What follows belongs to an exercise in optimizing a design on an open flow for small area and a short achievable clock period; a production flow would make more cautious choices.
No activity file was given, so power comes from the tool's default toggle rates.

==> inputs of exp/willow <==
Design solution, start of the top module:
module solution (
    input clk,
    input rst,
    input row_valid,
    input [281:0] row_data,
    output [63:0] splitters_hit,
    output reg done
);
==> flow/config.mk <==
export PLATFORM = sky130hd
export DESIGN_NAME = solution
export DESIGN_NICKNAME = solution
export VERILOG_FILES = /design/flow/design.v
export SDC_FILE = /design/flow/constraint.sdc
export NUM_CORES = 4
export LEC_CHECK = 0
export CAP_MARGIN = 20
export CORE_MARGIN = 2
export CORE_UTILIZATION = 65
export CTS_BUF_LIST = sky130_fd_sc_hd__clkbuf_4 sky130_fd_sc_hd__clkbuf_8
export SLEW_MARGIN = 20
export SYNTH_HIERARCHICAL = 1
export SYNTH_MINIMUM_KEEP_SIZE = 0
# port buffers: the smallest buffer
export BUFFER_PORTS_ARGS = -buffer_cell sky130_fd_sc_hd__buf_1
# one tie cell per constant
export SKIP_REPAIR_TIE_FANOUT = 1
==> flow/constraint.sdc <==
create_clock -name core_clock -period 100.0 [get_ports {clk}]
set_input_delay 20.0000 -clock core_clock [delete_from_list [all_inputs] [get_ports {clk}]]
set_output_delay 20.0000 -clock core_clock [all_outputs]
set_load 0.01 [all_outputs]
standard.sh (not shown) runs the stock make flow with config.mk's settings and CLKGATE_MAP_FILE= SYNTH_SCRIPT=/design/flow/synth_recipe.tcl, a recipe that flattens the netlist after the stock synthesis.
==> flow/flow/run.sh <==
#!/bin/bash
# Own layout flow: the standard flow, with
#  - the column cell bs_col mapped by hand (flow/bs_col_cells.v) before flattening,
#  - flow/extra.mk appended to config.mk (port buffer cell).
set -euo pipefail
cd "$(dirname "$0")/.."
W=$PWD
cat flow/extra.mk >> config.mk
# synthesis: the standard flow's script, with the hand-mapped bs_col read over the synthesized one
awk -v f="$W/flow/bs_col_cells.v" '{print} /source .*synth.tcl/ {print "read_verilog -overwrite " f}' \
  synth_recipe.tcl > my_synth.tcl
grep -q "read_verilog -overwrite" my_synth.tcl
sed "s#SYNTH_SCRIPT=[^ ]*#SYNTH_SCRIPT=$W/my_synth.tcl#" standard.sh > my_standard.sh
grep -q "my_synth.tcl" my_standard.sh
bash my_standard.sh ${FLOW_TARGET:-finish} > make_finish.log 2>&1
==> flow/flow/bs_col_cells.v <==
// bs_col and bs_take (see rtl/solution.v) mapped by hand to sky130_fd_sc_hd cells.
//
// bs_col:
// nhit = ~(a & c0 & ~c1 & take)
// src  = ~c0 & ~ntake & c1
// nk   = ~((a & nhit) | src)
// d    = ~((nk & nhl & nhr) | rst)
module bs_col (
    input a, input c0, input c1, input take, input ntake, input rst,
    input nhl, input nhr,
    output nhit, output d
);
    wire src, nk;
    sky130_fd_sc_hd__nand4b_1 g_hit (.A_N(c1), .B(c0), .C(a), .D(take), .Y(nhit));
    sky130_fd_sc_hd__nor3b_1 g_src (.A(c0), .B(ntake), .C_N(c1), .Y(src));
    sky130_fd_sc_hd__a21oi_1 g_keep (.A1(a), .A2(nhit), .B1(src), .Y(nk));
    sky130_fd_sc_hd__a31oi_1 g_d (.A1(nk), .A2(nhl), .A3(nhr), .B1(rst), .Y(d));
endmodule

// bs_take:
// ntake = done | rst | ~row_valid, take = ~ntake, rst_l = rst (buffered)
module bs_take (input row_valid, input done, input rst, output take, output ntake,
                output rst_l);
    sky130_fd_sc_hd__or3b_2 g_ntake (.A(done), .B(rst), .C_N(row_valid), .X(ntake));
    sky130_fd_sc_hd__inv_4 g_take (.A(ntake), .Y(take));
    sky130_fd_sc_hd__buf_2 g_rst (.A(rst), .X(rst_l));
endmodule
==> flow/flow/extra.mk <==
# port buffers: the smallest buffer
export BUFFER_PORTS_ARGS = -buffer_cell sky130_fd_sc_hd__buf_1
# one tie cell per constant
export SKIP_REPAIR_TIE_FANOUT = 1
==> inputs of exp/nickel, as changes to exp/willow <==
--- a/flow/design.v
+++ b/flow/design.v
@@ -11,31 +11,31 @@
     localparam HEIGHT = 142;
     reg [7:0] y;                   
     reg [WIDTH-1:0] active;        
     reg [9:0] pn;               
     reg [14:0] acc;              
     localparam NTAKE = 8;
-    wire [NTAKE-1:0] take_g, ntake_g, rst_g;
+    wire [NTAKE-1:0] take_g, ntake_g;
     genvar k;
     generate
         for (k = 0; k < NTAKE; k = k + 1) begin : tk
             bs_take u_take (.row_valid(row_valid), .done(done), .rst(rst),
-                            .take(take_g[k]), .ntake(ntake_g[k]), .rst_l(rst_g[k]));
+                            .take(take_g[k]), .ntake(ntake_g[k]));
         end
     endgenerate
     wire take = take_g[0];
     wire [WIDTH-1:0] nhit, d;
     genvar i;
     generate
         for (i = 0; i < WIDTH; i = i + 1) begin : cols
             wire nhl = (i == 0) ? 1'b1 : nhit[(i == 0) ? 0 : i - 1];
             wire nhr = (i == WIDTH - 1) ? 1'b1 : nhit[(i == WIDTH - 1) ? 0 : i + 1];
             bs_col u_col (
                 .a(active[i]), .c0(row_data[2*i]), .c1(row_data[2*i+1]),
                 .take(take_g[i * NTAKE / WIDTH]), .ntake(ntake_g[i * NTAKE / WIDTH]),
-                .rst(rst_g[i * NTAKE / WIDTH]), .nhl(nhl), .nhr(nhr),
+                .rst(rst), .nhl(nhl), .nhr(nhr),
                 .nhit(nhit[i]), .d(d[i])
             );
         end
     endgenerate
     always @(posedge clk) begin
         active <= d;
@@ -368,17 +368,15 @@
 );
     assign nhit = ~(a & c0 & ~c1 & take);
     wire src = ~ntake & c1 & ~c0;
     wire nkeep = ~((a & nhit) | src);
     assign d = ~((nkeep & nhl & nhr) | rst);
 endmodule
-module bs_take (input row_valid, input done, input rst, output take, output ntake,
-                output rst_l);
+module bs_take (input row_valid, input done, input rst, output take, output ntake);
     assign take = row_valid & ~done & ~rst;
     assign ntake = ~take;
-    assign rst_l = rst;
 endmodule
 module bs_fa (input a, input b, input c, output s, output co);
     assign s = a ^ b ^ c;
     assign co = (a & b) | (a & c) | (b & c);
 endmodule
 module bs_ha (input a, input b, output s, output co);
==> flow/flow/bs_col_cells.v (replaced) <==
// bs_col (see rtl/solution.v) mapped by hand to sky130_fd_sc_hd cells.
// nhit = ~(a & c0 & ~c1 & take)
// src  = ~c0 & ~ntake & c1
// nk   = ~((a & nhit) | src)
// d    = ~((nk & nhl & nhr) | rst)
module bs_col (
    input a, input c0, input c1, input take, input ntake, input rst,
    input nhl, input nhr,
    output nhit, output d
);
    wire src, nk;
    sky130_fd_sc_hd__nand4b_1 g_hit (.A_N(c1), .B(c0), .C(a), .D(take), .Y(nhit));
    sky130_fd_sc_hd__nor3b_1 g_src (.A(c0), .B(ntake), .C_N(c1), .Y(src));
    sky130_fd_sc_hd__a21oi_1 g_keep (.A1(a), .A2(nhit), .B1(src), .Y(nk));
    sky130_fd_sc_hd__a31oi_1 g_d (.A1(nk), .A2(nhl), .A3(nhr), .B1(rst), .Y(d));
endmodule
==> flow/config.mk (replaced) <==
export PLATFORM = sky130hd
export DESIGN_NAME = solution
export DESIGN_NICKNAME = solution
export VERILOG_FILES = /design/flow/design.v
export SDC_FILE = /design/flow/constraint.sdc
export NUM_CORES = 4
export LEC_CHECK = 0
export CAP_MARGIN = 20
export CORE_MARGIN = 2
export CORE_UTILIZATION = 40
export SLEW_MARGIN = 20
export SYNTH_HIERARCHICAL = 1
export SYNTH_MINIMUM_KEEP_SIZE = 0
# port buffers: the smallest buffer
export BUFFER_PORTS_ARGS = -buffer_cell sky130_fd_sc_hd__buf_1
# one tie cell per constant
export SKIP_REPAIR_TIE_FANOUT = 1
==> inputs of exp/umber, as changes to exp/willow <==
--- a/flow/design.v
+++ b/flow/design.v
@@ -11,31 +11,31 @@
     localparam HEIGHT = 142;
     reg [7:0] y;                   
     reg [WIDTH-1:0] active;        
     reg [9:0] pn;               
     reg [14:0] acc;              
     localparam NTAKE = 8;
-    wire [NTAKE-1:0] take_g, ntake_g, rst_g;
+    wire [NTAKE-1:0] take_g, ntake_g;
     genvar k;
     generate
         for (k = 0; k < NTAKE; k = k + 1) begin : tk
             bs_take u_take (.row_valid(row_valid), .done(done), .rst(rst),
-                            .take(take_g[k]), .ntake(ntake_g[k]), .rst_l(rst_g[k]));
+                            .take(take_g[k]), .ntake(ntake_g[k]));
         end
     endgenerate
     wire take = take_g[0];
     wire [WIDTH-1:0] nhit, d;
     genvar i;
     generate
         for (i = 0; i < WIDTH; i = i + 1) begin : cols
             wire nhl = (i == 0) ? 1'b1 : nhit[(i == 0) ? 0 : i - 1];
             wire nhr = (i == WIDTH - 1) ? 1'b1 : nhit[(i == WIDTH - 1) ? 0 : i + 1];
             bs_col u_col (
                 .a(active[i]), .c0(row_data[2*i]), .c1(row_data[2*i+1]),
                 .take(take_g[i * NTAKE / WIDTH]), .ntake(ntake_g[i * NTAKE / WIDTH]),
-                .rst(rst_g[i * NTAKE / WIDTH]), .nhl(nhl), .nhr(nhr),
+                .rst(rst), .nhl(nhl), .nhr(nhr),
                 .nhit(nhit[i]), .d(d[i])
             );
         end
     endgenerate
     always @(posedge clk) begin
         active <= d;
@@ -368,17 +368,15 @@
 );
     assign nhit = ~(a & c0 & ~c1 & take);
     wire src = ~ntake & c1 & ~c0;
     wire nkeep = ~((a & nhit) | src);
     assign d = ~((nkeep & nhl & nhr) | rst);
 endmodule
-module bs_take (input row_valid, input done, input rst, output take, output ntake,
-                output rst_l);
+module bs_take (input row_valid, input done, input rst, output take, output ntake);
     assign take = row_valid & ~done & ~rst;
     assign ntake = ~take;
-    assign rst_l = rst;
 endmodule
 module bs_fa (input a, input b, input c, output s, output co);
     assign s = a ^ b ^ c;
     assign co = (a & b) | (a & c) | (b & c);
 endmodule
 module bs_ha (input a, input b, output s, output co);
==> flow/flow/bs_col_cells.v (replaced) <==
// bs_col (see rtl/solution.v) mapped by hand to sky130_fd_sc_hd cells.
// nhit = ~(a & c0 & ~c1 & take)
// src  = ~c0 & ~ntake & c1
// nk   = ~((a & nhit) | src)
// d    = ~((nk & nhl & nhr) | rst)
module bs_col (
    input a, input c0, input c1, input take, input ntake, input rst,
    input nhl, input nhr,
    output nhit, output d
);
    wire src, nk;
    sky130_fd_sc_hd__nand4b_1 g_hit (.A_N(c1), .B(c0), .C(a), .D(take), .Y(nhit));
    sky130_fd_sc_hd__nor3b_1 g_src (.A(c0), .B(ntake), .C_N(c1), .Y(src));
    sky130_fd_sc_hd__a21oi_1 g_keep (.A1(a), .A2(nhit), .B1(src), .Y(nk));
    sky130_fd_sc_hd__a31oi_1 g_d (.A1(nk), .A2(nhl), .A3(nhr), .B1(rst), .Y(d));
endmodule
==> inputs of exp/indigo, as changes to exp/willow <==
--- a/flow/design.v
+++ b/flow/design.v
@@ -10,32 +10,23 @@
     localparam WIDTH = 141;
     localparam HEIGHT = 142;
     reg [7:0] y;                   
     reg [WIDTH-1:0] active;        
     reg [9:0] pn;               
     reg [14:0] acc;              
-    localparam NTAKE = 8;
-    wire [NTAKE-1:0] take_g, ntake_g, rst_g;
-    genvar k;
-    generate
-        for (k = 0; k < NTAKE; k = k + 1) begin : tk
-            bs_take u_take (.row_valid(row_valid), .done(done), .rst(rst),
-                            .take(take_g[k]), .ntake(ntake_g[k]), .rst_l(rst_g[k]));
-        end
-    endgenerate
-    wire take = take_g[0];
+    wire take = row_valid & ~done & ~rst;
+    wire ntake = ~take;
     wire [WIDTH-1:0] nhit, d;
     genvar i;
     generate
         for (i = 0; i < WIDTH; i = i + 1) begin : cols
             wire nhl = (i == 0) ? 1'b1 : nhit[(i == 0) ? 0 : i - 1];
             wire nhr = (i == WIDTH - 1) ? 1'b1 : nhit[(i == WIDTH - 1) ? 0 : i + 1];
             bs_col u_col (
                 .a(active[i]), .c0(row_data[2*i]), .c1(row_data[2*i+1]),
-                .take(take_g[i * NTAKE / WIDTH]), .ntake(ntake_g[i * NTAKE / WIDTH]),
-                .rst(rst_g[i * NTAKE / WIDTH]), .nhl(nhl), .nhr(nhr),
+                .take(take), .ntake(ntake), .rst(rst), .nhl(nhl), .nhr(nhr),
                 .nhit(nhit[i]), .d(d[i])
             );
         end
     endgenerate
     always @(posedge clk) begin
         active <= d;
@@ -368,18 +359,12 @@
 );
     assign nhit = ~(a & c0 & ~c1 & take);
     wire src = ~ntake & c1 & ~c0;
     wire nkeep = ~((a & nhit) | src);
     assign d = ~((nkeep & nhl & nhr) | rst);
 endmodule
-module bs_take (input row_valid, input done, input rst, output take, output ntake,
-                output rst_l);
-    assign take = row_valid & ~done & ~rst;
-    assign ntake = ~take;
-    assign rst_l = rst;
-endmodule
 module bs_fa (input a, input b, input c, output s, output co);
     assign s = a ^ b ^ c;
     assign co = (a & b) | (a & c) | (b & c);
 endmodule
 module bs_ha (input a, input b, output s, output co);
     assign s = a ^ b;
==> flow/flow/bs_col_cells.v (replaced) <==
// bs_col (see rtl/solution.v) mapped by hand to sky130_fd_sc_hd cells.
// nhit = ~(a & c0 & ~c1 & take)
// src  = ~c0 & ~ntake & c1
// nk   = ~((a & nhit) | src)
// d    = ~((nk & nhl & nhr) | rst)
module bs_col (
    input a, input c0, input c1, input take, input ntake, input rst,
    input nhl, input nhr,
    output nhit, output d
);
    wire src, nk;
    sky130_fd_sc_hd__nand4b_1 g_hit (.A_N(c1), .B(c0), .C(a), .D(take), .Y(nhit));
    sky130_fd_sc_hd__nor3b_1 g_src (.A(c0), .B(ntake), .C_N(c1), .Y(src));
    sky130_fd_sc_hd__a21oi_1 g_keep (.A1(a), .A2(nhit), .B1(src), .Y(nk));
    sky130_fd_sc_hd__a31oi_1 g_d (.A1(nk), .A2(nhl), .A3(nhr), .B1(rst), .Y(d));
endmodule
==> flow/flow/extra.mk (replaced) <==
# port buffers: the smallest buffer
export BUFFER_PORTS_ARGS = -buffer_cell sky130_fd_sc_hd__buf_1
==> flow/config.mk (replaced) <==
export PLATFORM = sky130hd
export DESIGN_NAME = solution
export DESIGN_NICKNAME = solution
export VERILOG_FILES = /design/flow/design.v
export SDC_FILE = /design/flow/constraint.sdc
export NUM_CORES = 4
export LEC_CHECK = 0
export CAP_MARGIN = 20
export CORE_MARGIN = 2
export CORE_UTILIZATION = 40
export SLEW_MARGIN = 20
export SYNTH_HIERARCHICAL = 1
export SYNTH_MINIMUM_KEEP_SIZE = 0
# port buffers: the smallest buffer
export BUFFER_PORTS_ARGS = -buffer_cell sky130_fd_sc_hd__buf_1
==> comparison table <==
Outcome: exp/umber no timing/DRC/antenna violations; exp/indigo no timing/DRC/antenna violations; exp/nickel no timing/DRC/antenna violations; exp/willow no timing/DRC/antenna violations
Share of final layout cell area taken by non-clock buffers: exp/umber 9.21%; exp/indigo 8.89%; exp/nickel 9.00%; exp/willow 9.04%
Mean routed wirelength per cell: exp/umber 19.8 µm; exp/indigo 19.2 µm; exp/nickel 19.9 µm; exp/willow 19.5 µm
Area Growth Syn to Fin: exp/umber 12.2%; exp/indigo 17.8%; exp/nickel 16.1%; exp/willow 11.1%
Number of logic inverters in the finished layout: exp/umber 11; exp/indigo 12; exp/nickel 11; exp/willow 19
Relative slew slack: exp/umber 23.3%; exp/indigo 43.5%; exp/nickel 26.9%; exp/willow 36.1%
Comb power frac: exp/umber 15.1%; exp/indigo 12.6%; exp/nickel 13.2%; exp/willow 15.0%
Antenna Cells: exp/umber 0; exp/indigo 5; exp/nickel 2; exp/willow 1
Fin nets: exp/umber 1,729; exp/indigo 1,768; exp/nickel 1,729; exp/willow 1,725
Final instance count without filler cells: exp/umber 1,528; exp/indigo 1,725; exp/nickel 1,681; exp/willow 1,525
Max incr delay on CP: exp/umber 0.87 ns; exp/indigo 0.70 ns; exp/nickel 1.01 ns; exp/willow 0.88 ns
Clock Power: exp/umber 0.0469 mW; exp/indigo 0.0746 mW; exp/nickel 0.0672 mW; exp/willow 0.0460 mW
Final wirelength: exp/umber 30,300 µm; exp/indigo 33,100 µm; exp/nickel 33,400 µm; exp/willow 29,700 µm
Total routing resource utilization after global routing: exp/umber 33.8%; exp/indigo 22.3%; exp/nickel 22.6%; exp/willow 32.7%
Count of routing violations after the opening detailed-route iteration: exp/umber 685; exp/indigo 611; exp/nickel 580; exp/willow 558
Function was not checked in any run of this note: the RTL went through the layout flow alone.

[re-timing with driven ports]
No port has a modelled driver above. Below, the same layouts with a new extraction and two added sets of constraints.
Step 1 assumes that a clkbuf_16 drives the clock port and a buf_2 every other input.
Step 2 adds t to the input delays and takes it off the output delays; t is the mean of the earliest and latest rising clock arrival at the registers after step 1. Input paths then give back, and output paths get back, about the clock's delay inside the block.
Three values: no drivers, after step 1, after step 2; two values: the first two.
run | shift t [ns] | setup slack, ns | latest minus earliest clock arrival (ns) | worst register clock-pin slew, ns | pins driven straight from the clock port
exp/willow | 0.508 | 73.053 / 73.073 / 72.565 | 0.019 / 0.019 | 0.10 / 0.10 | 1
exp/nickel | 0.466 | 73.706 / 73.733 / 73.267 | 0.013 / 0.012 | 0.07 / 0.07 | 1
exp/umber | 0.507 | 72.999 / 73.018 / 72.511 | 0.013 / 0.012 | 0.10 / 0.10 | 1
exp/indigo | 0.477 | 73.177 / 73.204 / 72.727 | 0.015 / 0.014 | 0.08 / 0.08 | 1
After both steps setup and hold are still met in every run listed.
